What follows belongs to an exercise in optimizing a design on an open flow for small area; a production flow would make more cautious choices. Where RTL was checked, it was by simulation tests only, not by an equivalence proof against the original. No driver is modelled on the clock port, so clock power and skew are understated where the tree is cut down; a real chip needs a root buffer or a tree.

==> job 1526: inputs <==
// clock_top
module clock_top(
	input clk,
	input rst_n,
	input [3:1] key_n,
	input [9:0] sw,
	output [6:0] hex0,
	output [6:0] hex1,
	output [6:0] hex2,
	output [6:0] hex3,
	output [7:0] ledg
);
	assign ledg[0] = ~rst_n | ~key_n[1] | ~key_n[2] | ~key_n[3] | sw[9] | sw[8];
	assign ledg[7:3] = 5'b00000;
	wire mtick, utick;
	TimeBase timeBase(.clk(clk), .rst_n(rst_n), .utick(utick), .mtick(mtick));
	wire [3:0] mu, hu;
	wire [2:0] mt;
	wire [1:0] ht;
	TimeOfDay timeOfDay(.clk(clk), .rst_n(rst_n), .keyMin_n(key_n[2]), .keyHour_n(key_n[3]),
		.mtick(mtick), .mu(mu), .mt(mt), .hu(hu), .ht(ht));
	TimeTo7Seg timeTo7Seg(.mu(mu), .mt(mt), .hu(hu), .ht(ht),
		.segment0(hex0), .segment1(hex1), .segment2(hex2), .segment3(hex3));
	UartTx uartTx(.clk(clk), .rst_n(rst_n), .send_n(key_n[1]), .utick(utick),
		.dataBits(sw[7:0]), .ready(ledg[1]), .tx(ledg[2]));
endmodule
export LEC_CHECK = 0
export CAP_MARGIN = 0
export CORE_MARGIN = 2
export CORE_UTILIZATION = 40
export SLEW_MARGIN = 0
create_clock -name core_clock -period 15.0 [get_ports {clk}]
standard.sh (not shown) runs the stock make flow with config.mk's settings and CLKGATE_MAP_FILE= SYNTH_SCRIPT=/design/flow/synth_recipe.tcl, a recipe that flattens the netlist after the stock synthesis.
==> flow/flow/run.sh <==
#!/bin/bash
# The standard layout with these changes:
#  - the logic is mapped with area-oriented ABC scripts (flow/synth.tcl, flow/area*.abc).
#    The standard synthesis runs first; the smallest area-mapped netlist, whose registers
#    are the same, then gets the standard synthesis's register names (flow/pair_regs.py)
#    and replaces the standard netlist before floorplanning. These syntheses leave the
#    adders to ABC (ADDER_MAP_FILE empty) instead of mapping them to half/full adder cells;
#  - every port gets the smallest buffer (buf_1) instead of the default;
#  - the reset port's buffer (a buf_4) drives the reset pins without a second buffer
#    (flow/rstbuf.tcl);
#  - one tie cell drives all constant outputs (SKIP_REPAIR_TIE_FANOUT).
# Each tool's output goes to a log file of its own in this folder.
set -euo pipefail
W=$PWD
R=orfs/results/sky130hd/clock_top/base
export MY_FLOW_DIR=$W/flow
export BUFFER_PORTS_ARGS="-buffer_cell sky130_fd_sc_hd__buf_1"
export CTS_ARGS="-sink_clustering_enable -repair_clock_nets -dont_use_dummy_load"
export POST_CTS_TCL=$W/flow/post_cts.tcl
export MY_CLK_SLEW_PS=120
export SKIP_REPAIR_TIE_FANOUT=1

# 1. standard synthesis
bash standard.sh synth > std_synth.log 2>&1
cp $R/1_2_yosys.v std_1_2_yosys.v
# 2. area-oriented syntheses, one per ABC script (flow/area*.abc), each in a folder of its
#    own and run side by side; the one with the smallest cell area is kept
best=""; best_area=""
n=0
pids=()
for abc in flow/area*.abc; do
  k=$(basename $abc .abc)
  sed -e "s#SYNTH_SCRIPT=[^ ]*#SYNTH_SCRIPT=$W/flow/synth.tcl#" \
      -e "s#WORK_HOME=[^ ]*#WORK_HOME=$W/orfs_$k#" standard.sh > synth_$k.sh
  AREA_ABC_SCRIPT=$W/$abc bash synth_$k.sh ADDER_MAP_FILE= synth > synth_$k.log 2>&1 &
  pids+=($!)
  n=$((n + 1))
  # at most NUM_CORES at a time: ABC's deep synthesis runs on a time budget
  if (( n % ${NUM_CORES:-4} == 0 )); then
    for p in "${pids[@]}"; do wait $p || true; done
    pids=()
  fi
done
for p in "${pids[@]}"; do wait $p || true; done
for abc in flow/area*.abc; do
  k=$(basename $abc .abc)
  stat=orfs_$k/reports/sky130hd/clock_top/base/synth_stat.txt
  net=orfs_$k/results/sky130hd/clock_top/base/1_2_yosys.v
  [[ -f $stat && -f $net ]] || continue
  a=$(awk '/Chip area for module/ {print $NF}' $stat | tail -1)
  echo "$k $a" >> synth_areas.log
  if [[ -z "$best" ]] || awk -v a=$a -v b=$best_area 'BEGIN {exit !(a < b)}'; then best=$k; best_area=$a; fi
done
echo "kept $best $best_area" >> synth_areas.log
# 3. the kept netlist, with the standard register names, replaces the standard netlist
if [[ -n "$best" ]] && python3 flow/pair_regs.py std_1_2_yosys.v orfs_$best/results/sky130hd/clock_top/base/1_2_yosys.v > paired_1_2_yosys.v 2> pair_regs.log; then
  cp paired_1_2_yosys.v $R/1_2_yosys.v
else
  cat pair_regs.log || true
fi
# 4. the rest of the standard flow
bash standard.sh > flow.log 2>&1
Other scripts of this flow, unchanged in this note and not shown: flow/flow/area01.abc, flow/flow/area02.abc, flow/flow/area03.abc, flow/flow/area04.abc, flow/flow/area05.abc, flow/flow/area06.abc, flow/flow/area07.abc, flow/flow/area08.abc, flow/flow/area09.abc, flow/flow/area10.abc, flow/flow/area11.abc, flow/flow/area12.abc, flow/flow/clkbuf.tcl, flow/flow/pair_regs.py, flow/flow/post_cts.tcl, flow/flow/rstbuf.tcl, flow/flow/synth.tcl
==> job 1321 (differences from job 1526) <==
--- a/flow/design.v
+++ b/flow/design.v
@@ -69,15 +69,15 @@
 			mt <= 3'd0;
 			hu <= 4'd0;
 			ht <= 2'd0;
 		end else begin
 			minKeyOld <= keyMin_n;
 			hourKeyOld <= keyHour_n;
-			mu <= {(mu1 & mu2 & bm & tk) | (mu0 & mu1 & mu2 & tk) | (mu0 & mu1 & mu2 & bm) | (mu3 & ~bm & ~tk) | (~mu0 & mu3 & ~tk) | (~mu0 & mu3 & ~bm), (mu0 & mu1 & ~mu2 & tk) | (mu2 & ~bm & ~tk) | (mu1 & ~mu2 & bm & tk) | (mu0 & mu1 & ~mu2 & bm) | (~mu1 & mu2) | (~mu0 & mu2 & ~tk) | (~mu0 & mu2 & ~bm), (mu0 & ~mu1 & ~mu3 & ~mt2 & tk) | (mu1 & ~mu3 & ~mt2 & ~bm & ~tk) | (~mu1 & ~mu3 & ~mt2 & bm & tk) | (mu0 & ~mu1 & ~mu3 & ~mt2 & bm) | (~mu0 & mu1 & ~mu3 & ~mt2 & ~tk) | (~mu0 & mu1 & ~mu3 & ~mt2 & ~bm) | (mu0 & ~mu1 & ~mu3 & mt0 & tk) | (~mu1 & ~mu3 & mt0 & bm & tk) | (mu0 & ~mu1 & ~mu3 & mt0 & bm) | (~mu0 & mu1 & ~mu3 & mt0 & ~bm) | (~mu0 & mu1 & ~mu3 & mt0 & ~tk) | (mu1 & ~mu3 & mt0 & ~bm & ~tk), (~mu0 & ~bm & tk) | (mu0 & ~bm & ~tk) | (~mu0 & bm & ~tk) | (mu0 & ~mt2 & bm & tk) | (mu0 & ~mu3 & bm & tk) | (mu0 & mt1 & bm & tk)};
+			mu <= {(mu1 & mu2 & bm & tk) | (mu0 & mu1 & mu2 & tk) | (mu0 & mu1 & mu2 & bm) | (mu3 & ~bm & ~tk) | (~mu0 & mu3 & ~tk) | (~mu0 & mu3 & ~bm), (mu0 & mu1 & ~mu2 & tk) | (mu2 & ~bm & ~tk) | (mu1 & ~mu2 & bm & tk) | (mu0 & mu1 & ~mu2 & bm) | (~mu1 & mu2) | (~mu0 & mu2 & ~tk) | (~mu0 & mu2 & ~bm), ~((~mu1 & ~bm & ~tk) | (~mu0 & ~mu1 & ~tk) | (mu0 & mu1 & bm) | (~mu0 & ~mu1 & ~bm) | (mu1 & bm & tk) | (mu0 & mu1 & tk) | (mu3)), (~mu0 & ~bm & tk) | (mu0 & ~bm & ~tk) | (~mu0 & bm & ~tk) | (mu0 & ~mt2 & bm & tk) | (mu0 & ~mu3 & bm & tk) | (mu0 & mt1 & bm & tk)};
 			mt <= {~((~mt2 & ~bm & ~tk) | (~mt0) | (~mu3 & ~mt2) | (~mu0 & ~mt2 & ~bm) | (mu0 & mu3 & ~mt1 & bm) | (mu3 & ~mt1 & bm & tk) | (mu0 & mu3 & ~mt1 & tk) | (~mu0 & ~mt2 & ~tk)), ~((~mt1 & ~bm & ~tk) | (~mt0 & ~mt1) | (~mu3 & ~mt1) | (~mu0 & ~mt1 & ~bm) | (mu0 & mu3 & mt2 & bm) | (mu0 & mu3 & mt2 & tk) | (mu3 & mt2 & bm & tk) | (~mu0 & ~mt1 & ~tk)), (mt0 & ~bm & ~tk) | (mu0 & mu3 & ~mt0 & bm) | (~mu3 & mt0) | (mu3 & ~mt0 & bm & tk) | (mu0 & mu3 & ~mt0 & tk) | (~mu0 & mt0 & ~bm) | (~mu0 & mt0 & ~tk) | (mt0 & mt1)};
-			hu <= {(hu1 & hu2 & bh & mov) | (hu0 & hu1 & hu2 & mov) | (hu0 & hu1 & hu2 & bh) | (hu3 & ~bh & ~mov) | (~hu0 & hu3 & ~mov) | (~hu0 & hu3 & ~bh), ~((~hu2 & ~bh & ~mov) | (~hu1 & ~hu2) | (~hu0 & ~hu2 & ~bh) | (~hu0 & ~hu2 & ~mov) | (~ht0 & ht1) | (hu1 & hu2 & bh & mov) | (hu0 & hu1 & hu2 & mov) | (hu0 & hu1 & hu2 & bh)), (hu0 & ~hu1 & ~hu3 & mov) | (hu1 & ~bh & ~mov) | (~hu0 & hu1 & ~bh) | (~hu1 & ~hu3 & bh & mov) | (hu0 & ~hu1 & ~hu3 & bh) | (~hu0 & hu1 & ~mov), (~hu0 & ~bh & mov) | (hu0 & ~bh & ~mov) | (~hu0 & bh & ~mov) | (hu0 & ~hu1 & bh & mov) | (hu0 & ~ht1 & bh & mov) | (hu0 & ht0 & bh & mov)};
+			hu <= {(hu1 & hu2 & bh & mov) | (hu0 & hu1 & hu2 & mov) | (hu0 & hu1 & hu2 & bh) | (hu3 & ~bh & ~mov) | (~hu0 & hu3 & ~mov) | (~hu0 & hu3 & ~bh), ~((~hu2 & ~bh & ~mov) | (~hu1 & ~hu2) | (~hu0 & ~hu2 & ~bh) | (~hu0 & ~hu2 & ~mov) | (~ht0 & ht1) | (hu1 & hu2 & bh & mov) | (hu0 & hu1 & hu2 & mov) | (hu0 & hu1 & hu2 & bh)), (hu0 & ~hu1 & ~hu3 & mov) | (hu1 & ~bh & ~mov) | (~hu0 & hu1 & ~bh) | (~hu1 & ~hu3 & bh & mov) | (hu0 & ~hu1 & ~hu3 & bh) | (~hu0 & hu1 & ~mov), ~((~hu0 & ~bh & ~mov) | (hu0 & ~bh & mov) | (~hu0 & bh & mov) | (hu0 & bh & ~mov) | (hu1 & ~ht0 & ht1 & bh & mov))};
 			ht <= {(hu0 & hu3 & mov) | (ht1 & ~bh & ~mov) | (~hu1 & ht1) | (~hu0 & ht1 & ~bh) | (~hu0 & ht1 & ~mov) | (hu3 & bh & mov) | (hu0 & hu3 & bh) | (ht0), (~hu3 & ht0) | (~hu0 & ht0 & ~mov) | (hu3 & ~ht0 & bh & mov) | (~hu0 & ht0 & ~bh) | (ht0 & ~bh & ~mov) | (hu0 & hu3 & ~ht0 & mov) | (hu0 & hu3 & ~ht0 & bh)};
 		end
 endmodule
 module UartTx(input clk, input rst_n, input send_n, input utick, input [7:0] dataBits,
 	output ready, output reg tx);
 	reg [3:0] st;
@@ -92,13 +92,13 @@
 		if (!rst_n) begin
 			st <= 4'd0;
 			req <= 1'b0;
 			tx <= 1'b1;
 		end else begin
 			req <= rq & ~(utick & idle);
-			st <= {(~s2 & rq & tk) | (s3 & ~tk) | (~s1 & s3) | (~s0 & s3) | (s0 & ~s2), (s2 & ~tk) | (s0 & s1 & tk) | (s2 & s3), (s1 & s3 & ~tk) | (s0 & ~s1 & s3 & tk) | (~s0 & s1 & s3), (s0 & ~tk) | (~s0 & s3 & tk)};
+			st <= {(~s2 & rq & tk) | (s3 & ~tk) | (~s1 & s3) | (~s0 & s3) | (s0 & ~s2), (s2 & ~tk) | (s0 & s1 & tk) | (s2 & s3), (s1 & ~tk) | (s0 & ~s1 & tk) | (~s0 & s1), (s0 & ~tk) | (~s0 & s3 & tk)};
 			if (utick & ~(idle & ~rq))
 				tx <= st[3] ? g[st[2:0]] : ~idle;
 		end
 endmodule
 module clock_top(
 	input clk,
@@ -150,9 +150,9 @@
 			c5 <= 3'd0;
 		end else begin
 			j <= {j[0], ~j[1]};
 			c32 <= c32 + {4'd0, jt};
 			c9 <= {c9[2:0], (~c9[0] & ~c9[1] & ~c9[3]) | (c9[0] & c9[3])};
 			c125 <= {c125[5:0], (~c125[4] & ~c125[6]) | (c125[5] & ~c125[6]) | (c125[4] & ~c125[5] & c125[6])};
-			c5 <= {(~s0 & s1 & ~s2 & en) | (~s0 & ~s1 & s2 & ~en), (s0 & en) | (s1 & ~en), ~((~s0 & ~en) | (s1 & en) | (s2))};
+			c5 <= {(~s0 & s1 & en) | (s2 & ~en), (s0 & en) | (s1 & ~en), (~s1 & ~s2 & en) | (s0 & ~en)};
 		end
 endmodule
==> flow_summary.ini <==
[power_and_ir_drop]
peakVddDrop_v = 0.0000642
finalPower_mw = 0.318
swShare_pct = 39.8
powerClk_mw = 0.0419

[timing]
max_slew_margin_pct = 58.9
final.setup_skew_ns = 0.0235
fmax_mhz = 142

[outcome]
status = finished clean

[layout]
top_register = timeBase.c125

[min_path]
holdCritStartpoint = timeBase.c125[0]
Source of the figures above: job 1526

==> flow_summary.ini <==
[critical_path]
regToRegEndpoint = timeOfDay.ht[1]
regToRegSetupSlack_ns = 11.52
endpoint_kind = output port

[timing]
max_slew_margin_pct = 65.1
final.setup_skew_ns = 0.0144
fmax_mhz = 142
drv_slew = 0

[power_and_ir_drop]
finalPower_mw = 0.269
swShare_pct = 36.3
powerClk_mw = 0.0389
peakVddDrop_v = 0.0000566

[global_routing]
grt.total_usage_pct = 13.3
grtUsageMet3_pct = 2.90
grt-ovfl-total = 0

[outcome]
status = finished clean

[min_path]
holdCritStartpoint = timeBase.c9[2]
Source of the figures above: job 1321

Only the layout flow was run in job 1526; the RTL was not checked for function there. No run of this note takes its clock network from TritonCTS; it comes from the design's own scripts or RTL.

[what the ideal ports hide]
The flow's constraints put no driver on any port. The routed layouts listed below were extracted and timed again, unchanged, in two steps. Step 1: set_driving_cell puts a clkbuf_16 on clk and a buf_2 on each other input, an assumption about the parent block. Step 2 adds t to the input delays and takes it off the output delays; t is the mean of the earliest and latest rising clock arrival at the registers after step 1. Input paths then give back, and output paths get back, about the clock's delay inside the block. Three values: no drivers, after step 1, after step 2; two values: the first two.
run | t (ns) | setup WS [ns] | worst register clock-pin slew, ns
job 1526 | 0.197 | 7.958 / 7.936 / 7.936 | 0.11 / 0.11
job 1321 | 0.203 | 7.941 / 7.919 / 7.919 | 0.11 / 0.11
After both steps setup and hold are still met in every run listed.
